Context: an optimization exercise on an open-source flow, tuned for small area, a short achievable clock period and few clock cycles. The choices shown serve that exercise and are no tape-out recipe.
Only simulation tests tie the RTL to the original design; equivalence was not proved.
Power figures rest on the tool's default switching activity, not on a simulated workload.

==> inputs of v24 <==
==> flow/design.v <==
module WorkingFinal(input clk, input reset, input wire [15:0] mem_rdata,
                    output wire [15:0] mem_addr, output wire [15:0] mem_wdata,
                    output wire mem_we, output wire halt);
	reg [15:0] mar;       
	reg [15:0] ir;        
	reg        iv;        
	reg [15:0] wdr;       
	reg [15:0] rem;       
	reg [15:0] r4, r5, r6, r7;
	reg        we;        
	reg        dcyc;      
	reg        ldw;       
	reg [2:0]  ldrd;      
	reg        halted;
	reg [1:0]  dst;       
	reg [3:0]  cnt;       
	assign mem_addr  = mar;
	assign mem_wdata = wdr;
	assign mem_we    = we;
	assign halt      = halted;
	wire [3:0] op = ir[15:12];
	wire [2:0] rd = ir[11:9];
	wire [2:0] rs = ir[8:6];
	wire [2:0] rt = ir[5:3];
	wire [2:0] rc = ir[2:0];
	wire [15:0] sext6 = {{10{ir[5]}}, ir[5:0]};
	wire [15:0] sext3 = {{13{ir[2]}}, ir[2:0]};
	wire [15:0] soff = {sext6[14:0], 1'b0};
	wire isDIV  = (op == 4'b0011);
	wire isLW   = (op == 4'b1000);
	wire isSW   = (op == 4'b1001);
	wire isBNE  = (op == 4'b1010);
	wire isJALR = (op == 4'b1101);
	wire isSH   = (op[3:2] == 2'b01) && (op[1:0] != 2'b00);
	wire isORI  = (op == 4'b1011);
	wire wrRd   = (op[3] == 1'b0 && op != 4'b0011) || isORI || isJALR;
	wire fc = !dcyc && !halted;    
	wire ev = iv && fc;            
	function [15:0] rdreg(input [2:0] i, input [15:0] a4, input [15:0] a5,
	                      input [15:0] a6, input [15:0] a7);
		case (i)
			3'd0: rdreg = 16'd1;
			3'd1: rdreg = 16'd3;
			3'd2: rdreg = 16'd4;
			3'd3: rdreg = 16'd15;
			3'd4: rdreg = a4;
			3'd5: rdreg = a5;
			3'd6: rdreg = a6;
			default: rdreg = a7;
		endcase
	endfunction
	wire [2:0] bidx = (isBNE || isSW) ? rd : rt;
	wire [15:0] A = rdreg(rs, r4, r5, r6, r7);
	wire [15:0] B = rdreg(bidx, r4, r5, r6, r7);
	wire [15:0] C = rdreg(rc, r4, r5, r6, r7);
	wire big = ir[2];
	wire [1:0] sa = ir[1:0];
	wire left = (op == 4'b0101);
	wire fill = (op == 4'b0111) && A[15];
	wire [15:0] s1 = sa[0] ? (left ? {A[14:0], 1'b0} : {fill, A[15:1]}) : A;
	wire [15:0] s2 = sa[1] ? (left ? {s1[13:0], 2'b0} : {{2{fill}}, s1[15:2]}) : s1;
	wire [15:0] shv = big ? {16{fill}} : s2;
	reg [15:0] x, y;
	reg cin1, cin2;
	always @(*) begin
		x = B; y = C; cin1 = 1'b0; cin2 = 1'b0;
		case (op)
			4'b0001: begin x = ~B; y = ~C; cin1 = 1'b1; cin2 = 1'b1; end
			4'b0010: begin y = ~C; cin2 = 1'b1; end
			4'b0011: begin x = {rem[14:0], wdr[15]}; y = ~C; cin2 = 1'b1; end
			4'b0100: y = sext3;
			4'b1010: begin x = mar; y = soff; end
			4'b0101, 4'b0110, 4'b0111: begin x = shv; y = 16'd0; end
			4'b1011: begin x = 16'd0; y = {10'd0, ir[5:0] & ~A[5:0]}; end
			4'b1000, 4'b1001, 4'b1101: begin x = 16'd0; y = sext6; end
			default: ;
		endcase
	end
	wire [15:0] a = (isBNE || isDIV || isSH) ? 16'd0 : A;
	wire [15:0] cs = a ^ x ^ y;
	wire [15:0] cc = (a & x) | (a & y) | (x & y);
	wire [17:0] addw = {1'b0, cs, 1'b1} + {1'b0, cc[14:0], cin1, cin2};
	wire [15:0] sum = addw[16:1];
	wire cout = addw[17] | cc[15];    
	wire [15:0] res = sum;
	wire [15:0] marp2 = mar + 16'd2;
	wire ne = (A != B);
	wire [15:0] jtgt_f = {marp2[15:13], mem_rdata[11:0], 1'b0};
	wire e_redir = ev && ((isBNE && ne) || isJALR);
	wire e_mem   = ev && (isLW || isSW);
	wire e_stall = ev && isDIV && (dst != 2'd2);
	wire fa      = fc && !e_redir && !e_stall;            
	wire f_isJ   = (mem_rdata[15:12] == 4'b1100);
	wire f_isH   = (mem_rdata[15:13] == 3'b111);
	wire [15:0] nseq = f_isJ ? jtgt_f : marp2;
	wire div_start = ev && isDIV && (dst == 2'd0);
	wire div_iter  = (dst == 2'd1);
	wire div_last  = div_iter && (cnt == 4'd0);
	wire div_qw    = ev && (dst == 2'd2);
	wire dq = rem[15] | cout;
	wire [15:0] rnext = dq ? sum : {rem[14:0], wdr[15]};
	wire dz = (C == 16'd0);
	wire [1:0] lzn = dz ? 2'd0 :
	                 (B[15:12] != 4'd0) ? 2'd0 :
	                 (B[11:8]  != 4'd0) ? 2'd1 :
	                 (B[7:4]   != 4'd0) ? 2'd2 : 2'd3;
	reg [15:0] bsh;
	always @(*) begin
		case (lzn)
			2'd0: bsh = B;
			2'd1: bsh = {B[11:0], 4'd0};
			2'd2: bsh = {B[7:0], 8'd0};
			default: bsh = {B[3:0], 12'd0};
		endcase
	end
	wire dhz = (C[15:2] == 14'd0);
	wire s1q = dz || (dhz && C[1:0] == 2'd1 && bsh[15]);
	wire s1r = bsh[15] && !(dhz && C[1:0] == 2'd1);
	reg        wen;
	reg [1:0]  widx;
	reg [15:0] wdat;
	always @(*) begin
		wen = 1'b0; widx = rd[1:0]; wdat = res;
		if (dcyc) begin
			wen = ldw && ldrd[2]; widx = ldrd[1:0]; wdat = mem_rdata;
		end else if (div_last) begin
			wen = rs[2]; widx = rs[1:0]; wdat = rnext;
		end else if (div_qw) begin
			wen = rd[2]; widx = rd[1:0]; wdat = wdr;
		end else if (ev && wrRd) begin
			wen = rd[2]; widx = rd[1:0]; wdat = isJALR ? mar : res;
		end
	end
	always @(posedge clk) begin
		if (wen && widx == 2'd0) r4 <= wdat;
		if (wen && widx == 2'd1) r5 <= wdat;
		if (wen && widx == 2'd2) r6 <= wdat;
		if (wen && widx == 2'd3) r7 <= wdat;
	end
	always @(posedge clk) begin
		if (reset) begin
			mar <= 16'd0;
			iv <= 1'b0;
			we <= 1'b0;
			dcyc <= 1'b0;
			halted <= 1'b0;
			dst <= 2'd0;
		end else begin
			we <= e_mem && isSW;
			dcyc <= e_mem;
			if (dcyc)
				mar <= rem;
			else if (halted)
				mar <= mar;
			else if (e_redir)
				mar <= sum;
			else if (e_mem)
				mar <= sum;
			else if (e_stall)
				mar <= mar;
			else
				mar <= nseq;
			if (fa)
				iv <= !f_isJ;
			else if (e_redir)
				iv <= 1'b0;
			if (fa && f_isH)
				halted <= 1'b1;
			if (div_start)
				dst <= 2'd1;
			else if (div_last)
				dst <= 2'd2;
			else if (div_qw)
				dst <= 2'd0;
		end
	end
	always @(posedge clk) begin
		if (fa)
			ir <= mem_rdata;
		ldw <= isLW;
		ldrd <= rd;
		if (div_iter)
			wdr <= {wdr[14:0], dq};
		else if (div_start)
			wdr <= {bsh[14:0], s1q};
		else
			wdr <= B;
		if (div_iter)
			cnt <= cnt - 4'd1;
		else
			cnt <= {~lzn, 2'b10};
		if (div_iter)
			rem <= rnext;
		else if (div_start)
			rem <= {15'd0, s1r};
		else
			rem <= nseq;
	end
endmodule
==> flow/flow/run.sh <==
#!/bin/bash
# The standard layout (standard.sh: ORFS from synthesis to finish, with
# the standard flow's constraints), with two changes:
#  - synthesis is the standard flow's synthesis script, except that ABC maps the logic
#    with flow/abc_map_a.script (area-oriented mapping); flip-flop mapping and
#    every other synthesis step are unchanged, so the registers are the same;
#  - timing repair keeps a setup margin, so that it works on the achieved
#    period and not only on the 30 ns clock.
# Make's output goes to standard.log; ORFS keeps each step's log under orfs/logs.
set -euo pipefail
here=$(pwd)
{
  echo "proc abc {args} { set i [lsearch \$args -script]; if {\$i >= 0} { lset args [expr {\$i + 1}] $here/flow/abc_map_a.script }; yosys abc {*}\$args }"
  cat synth_recipe.tcl
} > synth_recipe_own.tcl
sed "s#SYNTH_SCRIPT=$here/synth_recipe.tcl#SYNTH_SCRIPT=$here/synth_recipe_own.tcl#" standard.sh > standard_own.sh
grep -q synth_recipe_own.tcl standard_own.sh
bash standard_own.sh SETUP_SLACK_MARGIN=23 finish > standard.log 2>&1
==> flow/flow/abc_map_a.script <==
strash
dch -f
map -a
topo
stime -c
==> flow/standard.sh <==
#!/bin/bash
# synth_recipe.tcl (not shown) runs the flow's synth.tcl, then flattens the netlist and writes it again
# the make line also repeats each setting of config.mk as NAME=value (left out here)
make -C /OpenROAD-flow-scripts/flow DESIGN_CONFIG=/design/flow/config.mk WORK_HOME=/design/flow/orfs CLKGATE_MAP_FILE= SYNTH_SCRIPT=/design/flow/synth_recipe.tcl "${@:-finish}"
==> flow/config.mk <==
export PLATFORM = sky130hd
export DESIGN_NAME = WorkingFinal
export DESIGN_NICKNAME = WorkingFinal
export VERILOG_FILES = /design/flow/design.v
export SDC_FILE = /design/flow/constraint.sdc
export NUM_CORES = 4
export LEC_CHECK = 0
export ABC_AREA = 1
export CAP_MARGIN = 20
export CORE_MARGIN = 2
export CORE_UTILIZATION = 45
export CTS_BUF_LIST = sky130_fd_sc_hd__clkbuf_8
export SLEW_MARGIN = 20
==> flow/constraint.sdc <==
create_clock -name core_clock -period 30.0 [get_ports {clk}]
set_input_delay 6.0000 -clock core_clock [delete_from_list [all_inputs] [get_ports {clk}]]
set_output_delay 6.0000 -clock core_clock [all_outputs]
set_load 0.01 [all_outputs]
==> inputs of v30, as changes to v24 <==
==> flow/design.v, changed modules only <==
module WorkingFinal(input clk, input reset, input wire [15:0] mem_rdata,
                    output wire [15:0] mem_addr, output wire [15:0] mem_wdata,
                    output wire mem_we, output wire halt);
	reg [15:0] mar;       
	reg [15:0] ir;        
	reg        iv;        
	reg [15:0] wdr;       
	reg [15:0] rem;       
	reg [15:0] r4, r5, r6, r7;
	reg        we;        
	reg        dcyc;      
	reg        ldw;       
	reg [2:0]  ldrd;      
	reg        halted;
	reg [1:0]  dst;       
	reg [2:0]  cnt;       
	assign mem_addr  = mar;
	assign mem_wdata = wdr;
	assign mem_we    = we;
	assign halt      = halted;
	wire [3:0] op = ir[15:12];
	wire [2:0] rd = ir[11:9];
	wire [2:0] rs = ir[8:6];
	wire [2:0] rt = ir[5:3];
	wire [2:0] rc = ir[2:0];
	wire [15:0] sext6 = {{10{ir[5]}}, ir[5:0]};
	wire [15:0] sext3 = {{13{ir[2]}}, ir[2:0]};
	wire [15:0] soff = {sext6[14:0], 1'b0};
	wire isDIV  = (op == 4'b0011);
	wire isLW   = (op == 4'b1000);
	wire isSW   = (op == 4'b1001);
	wire isBNE  = (op == 4'b1010);
	wire isJALR = (op == 4'b1101);
	wire isSH   = (op[3:2] == 2'b01) && (op[1:0] != 2'b00);
	wire isORI  = (op == 4'b1011);
	wire wrRd   = (op[3] == 1'b0 && op != 4'b0011) || isORI || isJALR;
	wire fc = !dcyc && !halted;    
	wire ev = iv && fc;            
	function [15:0] rdreg(input [2:0] i, input [15:0] a4, input [15:0] a5,
	                      input [15:0] a6, input [15:0] a7);
		case (i)
			3'd0: rdreg = 16'd1;
			3'd1: rdreg = 16'd3;
			3'd2: rdreg = 16'd4;
			3'd3: rdreg = 16'd15;
			3'd4: rdreg = a4;
			3'd5: rdreg = a5;
			3'd6: rdreg = a6;
			default: rdreg = a7;
		endcase
	endfunction
	wire [2:0] bidx = (isBNE || isSW) ? rd : rt;
	wire [15:0] A = rdreg(rs, r4, r5, r6, r7);
	wire [15:0] B = rdreg(bidx, r4, r5, r6, r7);
	wire [15:0] C = rdreg(rc, r4, r5, r6, r7);
	reg [15:0] x, y;
	reg cin1, cin2;
	always @(*) begin
		x = B; y = C; cin1 = 1'b0; cin2 = 1'b0;
		case (op)
			4'b0001: begin x = ~B; y = ~C; cin1 = 1'b1; cin2 = 1'b1; end
			4'b0010: begin y = ~C; cin2 = 1'b1; end
			4'b0100: y = sext3;
			4'b1010: begin x = mar; y = soff; end
			4'b1000, 4'b1001, 4'b1101: begin x = 16'd0; y = sext6; end
			default: ;
		endcase
	end
	wire [15:0] a = isBNE ? 16'd0 : A;
	wire [15:0] cs = a ^ x ^ y;
	wire [15:0] cc = (a & x) | (a & y) | (x & y);
	wire [16:0] addw = {cs, 1'b1} + {cc[14:0], cin1, cin2};
	wire [15:0] sum = addw[16:1];
	wire big = ir[2];    
	wire [1:0] sa = ir[1:0];
	wire [15:0] sll = big ? 16'd0 : (A << sa);
	wire [15:0] srl = big ? 16'd0 : (A >> sa);
	wire signed [15:0] As = A;
	wire [15:0] sra0 = As >>> sa;
	wire [15:0] sra = big ? {16{A[15]}} : sra0;
	reg [15:0] res;
	always @(*) begin
		case (op)
			4'b0101: res = sll;
			4'b0110: res = srl;
			4'b0111: res = sra;
			4'b1011: res = A | {10'd0, ir[5:0]};
			default: res = sum;
		endcase
	end
	wire [15:0] marp2 = mar + 16'd2;
	wire ne = (A != B);
	wire [15:0] jtgt_f = {marp2[15:13], mem_rdata[11:0], 1'b0};
	wire e_redir = ev && ((isBNE && ne) || isJALR);
	wire e_mem   = ev && (isLW || isSW);
	wire e_stall = ev && isDIV && (dst != 2'd2);
	wire fa      = fc && !e_redir && !e_stall;            
	wire f_isJ   = (mem_rdata[15:12] == 4'b1100);
	wire f_isH   = (mem_rdata[15:13] == 3'b111);
	wire [15:0] nseq = f_isJ ? jtgt_f : marp2;
	wire div_start = ev && isDIV && (dst == 2'd0);
	wire div_iter  = (dst == 2'd1);
	wire div_last  = div_iter && (cnt == 3'd0);
	wire div_qw    = ev && (dst == 2'd2);
	wire [16:0] dt1 = {rem, wdr[15]} - {1'b0, C};
	wire dq1 = !dt1[16];
	wire [15:0] r1 = dq1 ? dt1[15:0] : {rem[14:0], wdr[15]};
	wire [16:0] dt2 = {r1, wdr[14]} - {1'b0, C};
	wire dq2 = !dt2[16];
	wire [15:0] rnext = dq2 ? dt2[15:0] : {r1[14:0], wdr[14]};
	wire dz = (C == 16'd0);
	wire [1:0] lzn = dz ? 2'd0 :
	                 (B[15:12] != 4'd0) ? 2'd0 :
	                 (B[11:8]  != 4'd0) ? 2'd1 :
	                 (B[7:4]   != 4'd0) ? 2'd2 : 2'd3;
	reg [15:0] bsh;
	always @(*) begin
		case (lzn)
			2'd0: bsh = B;
			2'd1: bsh = {B[11:0], 4'd0};
			2'd2: bsh = {B[7:0], 8'd0};
			default: bsh = {B[3:0], 12'd0};
		endcase
	end
	reg        wen;
	reg [1:0]  widx;
	reg [15:0] wdat;
	always @(*) begin
		wen = 1'b0; widx = rd[1:0]; wdat = res;
		if (dcyc) begin
			wen = ldw && ldrd[2]; widx = ldrd[1:0]; wdat = mem_rdata;
		end else if (div_last) begin
			wen = rs[2]; widx = rs[1:0]; wdat = rnext;
		end else if (div_qw) begin
			wen = rd[2]; widx = rd[1:0]; wdat = wdr;
		end else if (ev && wrRd) begin
			wen = rd[2]; widx = rd[1:0]; wdat = isJALR ? mar : res;
		end
	end
	always @(posedge clk) begin
		if (wen && widx == 2'd0) r4 <= wdat;
		if (wen && widx == 2'd1) r5 <= wdat;
		if (wen && widx == 2'd2) r6 <= wdat;
		if (wen && widx == 2'd3) r7 <= wdat;
	end
	always @(posedge clk) begin
		if (reset) begin
			mar <= 16'd0;
			iv <= 1'b0;
			we <= 1'b0;
			dcyc <= 1'b0;
			halted <= 1'b0;
			dst <= 2'd0;
		end else begin
			we <= e_mem && isSW;
			dcyc <= e_mem;
			if (dcyc)
				mar <= rem;
			else if (halted)
				mar <= mar;
			else if (e_redir)
				mar <= sum;
			else if (e_mem)
				mar <= sum;
			else if (e_stall)
				mar <= mar;
			else
				mar <= nseq;
			if (fa)
				iv <= !f_isJ;
			else if (e_redir)
				iv <= 1'b0;
			if (fa && f_isH)
				halted <= 1'b1;
			if (div_start)
				dst <= 2'd1;
			else if (div_last)
				dst <= 2'd2;
			else if (div_qw)
				dst <= 2'd0;
		end
	end
	always @(posedge clk) begin
		if (fa)
			ir <= mem_rdata;
		ldw <= isLW;
		ldrd <= rd;
		if (div_iter)
			wdr <= {wdr[13:0], dq1, dq2};
		else if (div_start)
			wdr <= bsh;
		else
			wdr <= B;
		if (div_iter)
			cnt <= cnt - 3'd1;
		else
			cnt <= {~lzn, 1'b1};
		if (div_iter)
			rem <= rnext;
		else if (div_start)
			rem <= 16'd0;
		else
			rem <= nseq;
	end
endmodule
==> flow/flow/run.sh (replaced) <==
#!/bin/bash
# The standard layout (the standard.sh: ORFS synthesis to finish, unchanged
# scripts and constraints), with timing repair asked to keep a setup margin,
# so that the repair works on the achieved period and not just on the 30 ns
# clock. The make output goes to standard.log; ORFS keeps each step's log
# under orfs/logs.
set -euo pipefail
bash standard.sh SETUP_SLACK_MARGIN=23 finish > standard.log 2>&1
--- a/flow/config.mk
+++ b/flow/config.mk
@@ -11,3 +11,2 @@
 export CORE_UTILIZATION = 45
-export CTS_BUF_LIST = sky130_fd_sc_hd__clkbuf_8
 export SLEW_MARGIN = 20
removed: flow/flow/abc_map_a.script
==> inputs of v19, as changes to v24 <==
--- a/flow/design.v
+++ b/flow/design.v
@@ -12,3 +12,3 @@
 	reg        ldw;       
-	reg [2:0]  ldrd;      
+	reg [1:0]  ldrd;      
 	reg        halted;
@@ -16,2 +16,3 @@
 	reg [3:0]  cnt;       
+	reg        dsm;       
 	assign mem_addr  = mar;
@@ -69,3 +70,3 @@
 			4'b0010: begin y = ~C; cin2 = 1'b1; end
-			4'b0011: begin x = {rem[14:0], wdr[15]}; y = ~C; cin2 = 1'b1; end
+			4'b0011: begin x = (dst == 2'd1) ? {rem[14:0], wdr[15]} : B; y = ~C; cin2 = 1'b1; end
 			4'b0100: y = sext3;
@@ -96,3 +97,4 @@
 	wire div_start = ev && isDIV && (dst == 2'd0);
-	wire div_iter  = (dst == 2'd1);
+	wire div_small = (dst == 2'd1) && dsm;
+	wire div_iter  = (dst == 2'd1) && !dsm;
 	wire div_last  = div_iter && (cnt == 4'd0);
@@ -102,4 +104,3 @@
 	wire dz = (C == 16'd0);
-	wire [1:0] lzn = dz ? 2'd0 :
-	                 (B[15:12] != 4'd0) ? 2'd0 :
+	wire [1:0] lzn = (B[15:12] != 4'd0) ? 2'd0 :
 	                 (B[11:8]  != 4'd0) ? 2'd1 :
@@ -116,3 +117,4 @@
 	wire dhz = (C[15:2] == 14'd0);
-	wire s1q = dz || (dhz && C[1:0] == 2'd1 && bsh[15]);
+	wire dv1 = dhz && (C[1:0] == 2'd1);    
+	wire s1q = dhz && C[1:0] == 2'd1 && bsh[15];
 	wire s1r = bsh[15] && !(dhz && C[1:0] == 2'd1);
@@ -124,5 +126,7 @@
 		if (dcyc) begin
-			wen = ldw && ldrd[2]; widx = ldrd[1:0]; wdat = mem_rdata;
+			wen = ldw; widx = ldrd; wdat = mem_rdata;
 		end else if (div_last) begin
 			wen = rs[2]; widx = rs[1:0]; wdat = rnext;
+		end else if (div_small) begin
+			wen = rs[2]; widx = rs[1:0]; wdat = dv1 ? 16'd0 : B;
 		end else if (div_qw) begin
@@ -170,3 +174,3 @@
 				dst <= 2'd1;
-			else if (div_last)
+			else if (div_last || div_small)
 				dst <= 2'd2;
@@ -179,5 +183,8 @@
 			ir <= mem_rdata;
-		ldw <= isLW;
-		ldrd <= rd;
-		if (div_iter)
+		ldw <= isLW && rd[2];
+		ldrd <= rd[1:0];
+		dsm <= div_start && (!cout || dv1 || dz);
+		if (div_small)
+			wdr <= dz ? 16'hffff : (dv1 ? B : 16'd0);
+		else if (div_iter)
 			wdr <= {wdr[14:0], dq};
--- a/flow/flow/run.sh
+++ b/flow/flow/run.sh
@@ -17,2 +17,2 @@
 grep -q synth_recipe_own.tcl standard_own.sh
-bash standard_own.sh SETUP_SLACK_MARGIN=23 finish > standard.log 2>&1
+bash standard_own.sh SETUP_SLACK_MARGIN=23.3 TNS_END_PERCENT=5 finish > standard.log 2>&1
--- a/flow/config.mk
+++ b/flow/config.mk
@@ -13 +13,2 @@
 export SLEW_MARGIN = 20
+export TNS_END_PERCENT = 5
==> inputs of v10, as changes to v24 <==
--- a/flow/design.v
+++ b/flow/design.v
@@ -55,9 +55,2 @@
 	wire [15:0] C = rdreg(rc, r4, r5, r6, r7);
-	wire big = ir[2];
-	wire [1:0] sa = ir[1:0];
-	wire left = (op == 4'b0101);
-	wire fill = (op == 4'b0111) && A[15];
-	wire [15:0] s1 = sa[0] ? (left ? {A[14:0], 1'b0} : {fill, A[15:1]}) : A;
-	wire [15:0] s2 = sa[1] ? (left ? {s1[13:0], 2'b0} : {{2{fill}}, s1[15:2]}) : s1;
-	wire [15:0] shv = big ? {16{fill}} : s2;
 	reg [15:0] x, y;
@@ -72,4 +65,2 @@
 			4'b1010: begin x = mar; y = soff; end
-			4'b0101, 4'b0110, 4'b0111: begin x = shv; y = 16'd0; end
-			4'b1011: begin x = 16'd0; y = {10'd0, ir[5:0] & ~A[5:0]}; end
 			4'b1000, 4'b1001, 4'b1101: begin x = 16'd0; y = sext6; end
@@ -78,3 +69,3 @@
 	end
-	wire [15:0] a = (isBNE || isDIV || isSH) ? 16'd0 : A;
+	wire [15:0] a = (isBNE || isDIV) ? 16'd0 : A;
 	wire [15:0] cs = a ^ x ^ y;
@@ -84,3 +75,19 @@
 	wire cout = addw[17] | cc[15];    
-	wire [15:0] res = sum;
+	wire big = ir[2];    
+	wire [1:0] sa = ir[1:0];
+	wire [15:0] sll = big ? 16'd0 : (A << sa);
+	wire [15:0] srl = big ? 16'd0 : (A >> sa);
+	wire signed [15:0] As = A;
+	wire [15:0] sra0 = As >>> sa;
+	wire [15:0] sra = big ? {16{A[15]}} : sra0;
+	reg [15:0] res;
+	always @(*) begin
+		case (op)
+			4'b0101: res = sll;
+			4'b0110: res = srl;
+			4'b0111: res = sra;
+			4'b1011: res = A | {10'd0, ir[5:0]};
+			default: res = sum;
+		endcase
+	end
 	wire [15:0] marp2 = mar + 16'd2;
==> flow/flow/run.sh (replaced) <==
#!/bin/bash
# The standard layout (the standard.sh: ORFS synthesis to finish, unchanged
# scripts and constraints), with timing repair asked to keep a setup margin,
# so that the repair works on the achieved period and not just on the 30 ns
# clock. The make output goes to standard.log; ORFS keeps each step's log
# under orfs/logs.
set -euo pipefail
bash standard.sh SETUP_SLACK_MARGIN=23 finish > standard.log 2>&1
--- a/flow/config.mk
+++ b/flow/config.mk
@@ -11,3 +11,2 @@
 export CORE_UTILIZATION = 45
-export CTS_BUF_LIST = sky130_fd_sc_hd__clkbuf_8
 export SLEW_MARGIN = 20
removed: flow/flow/abc_map_a.script
==> notes <==
Routed wire length: v24 < v19 < v10 < v30. In flip-flop and latch count, v19 and v24 do not differ. In v30 the die area is larger than in v10, by about 9%. Of v30 and v19, v19 has the higher non-clock buffer count (gap 33). Via count: v30 > v10 > v19 > v24. The highest global-route usage belongs to v19, the lowest to v10. The highest maximum frequency belongs to v30, the lowest to v19. Clock skew: v24 < v10 < v30 < v19. Between v30 and v24, the lower critical path depth is in v30 (gap 9). Against v10, the clock power of v19 is smaller by 20%. Area after synthesis, highest first: v30, v10, v19, v24.
Testbench counts of v24, summed over its fixed seeds: cycles 16,919.
Testbench counts of v30, summed over its fixed seeds: cycles 15,817.
Testbench counts of v19, summed over its fixed seeds: cycles 15,859.
Testbench counts of v10, summed over its fixed seeds: cycles 16,919.

[port drivers added, routing unchanged]
Ports are ideal in the flow. The routed layouts listed here were re-timed in OpenROAD. Step 1, drivers: a clkbuf_16 drives clk and a buf_2 each remaining input, both assumed. Step 2 times the ports against the registers' clock, not the clock port: input delays grow and output delays shrink by t, the midpoint of the rising clock arrivals with the driver on. Three values: ideal, step 1, step 2; two values: the first two.
run	t, ns	setup slack, ns	hold WS [ns]	worst slew at a driven data input, ns	pins driven straight from the clock port
v24	0.516	22.955 / 22.971 / 22.462	0.394 / 0.394 / 0.394	0.04	1
v30	0.516	23.028 / 22.973 / 22.523	0.389 / 0.389 / 0.389	0.07	1
v19	0.520	22.949 / 22.967 / 22.447	0.451 / 0.451 / 0.451	0.05	1
v10	0.485	22.969 / 22.961 / 22.505	0.416 / 0.416 / 0.416	0.04	1
After both steps every run listed still meets setup and hold. The setup slack of v30, which loses most, moves by -0.055 ns with the drivers and by -0.505 ns with both steps.
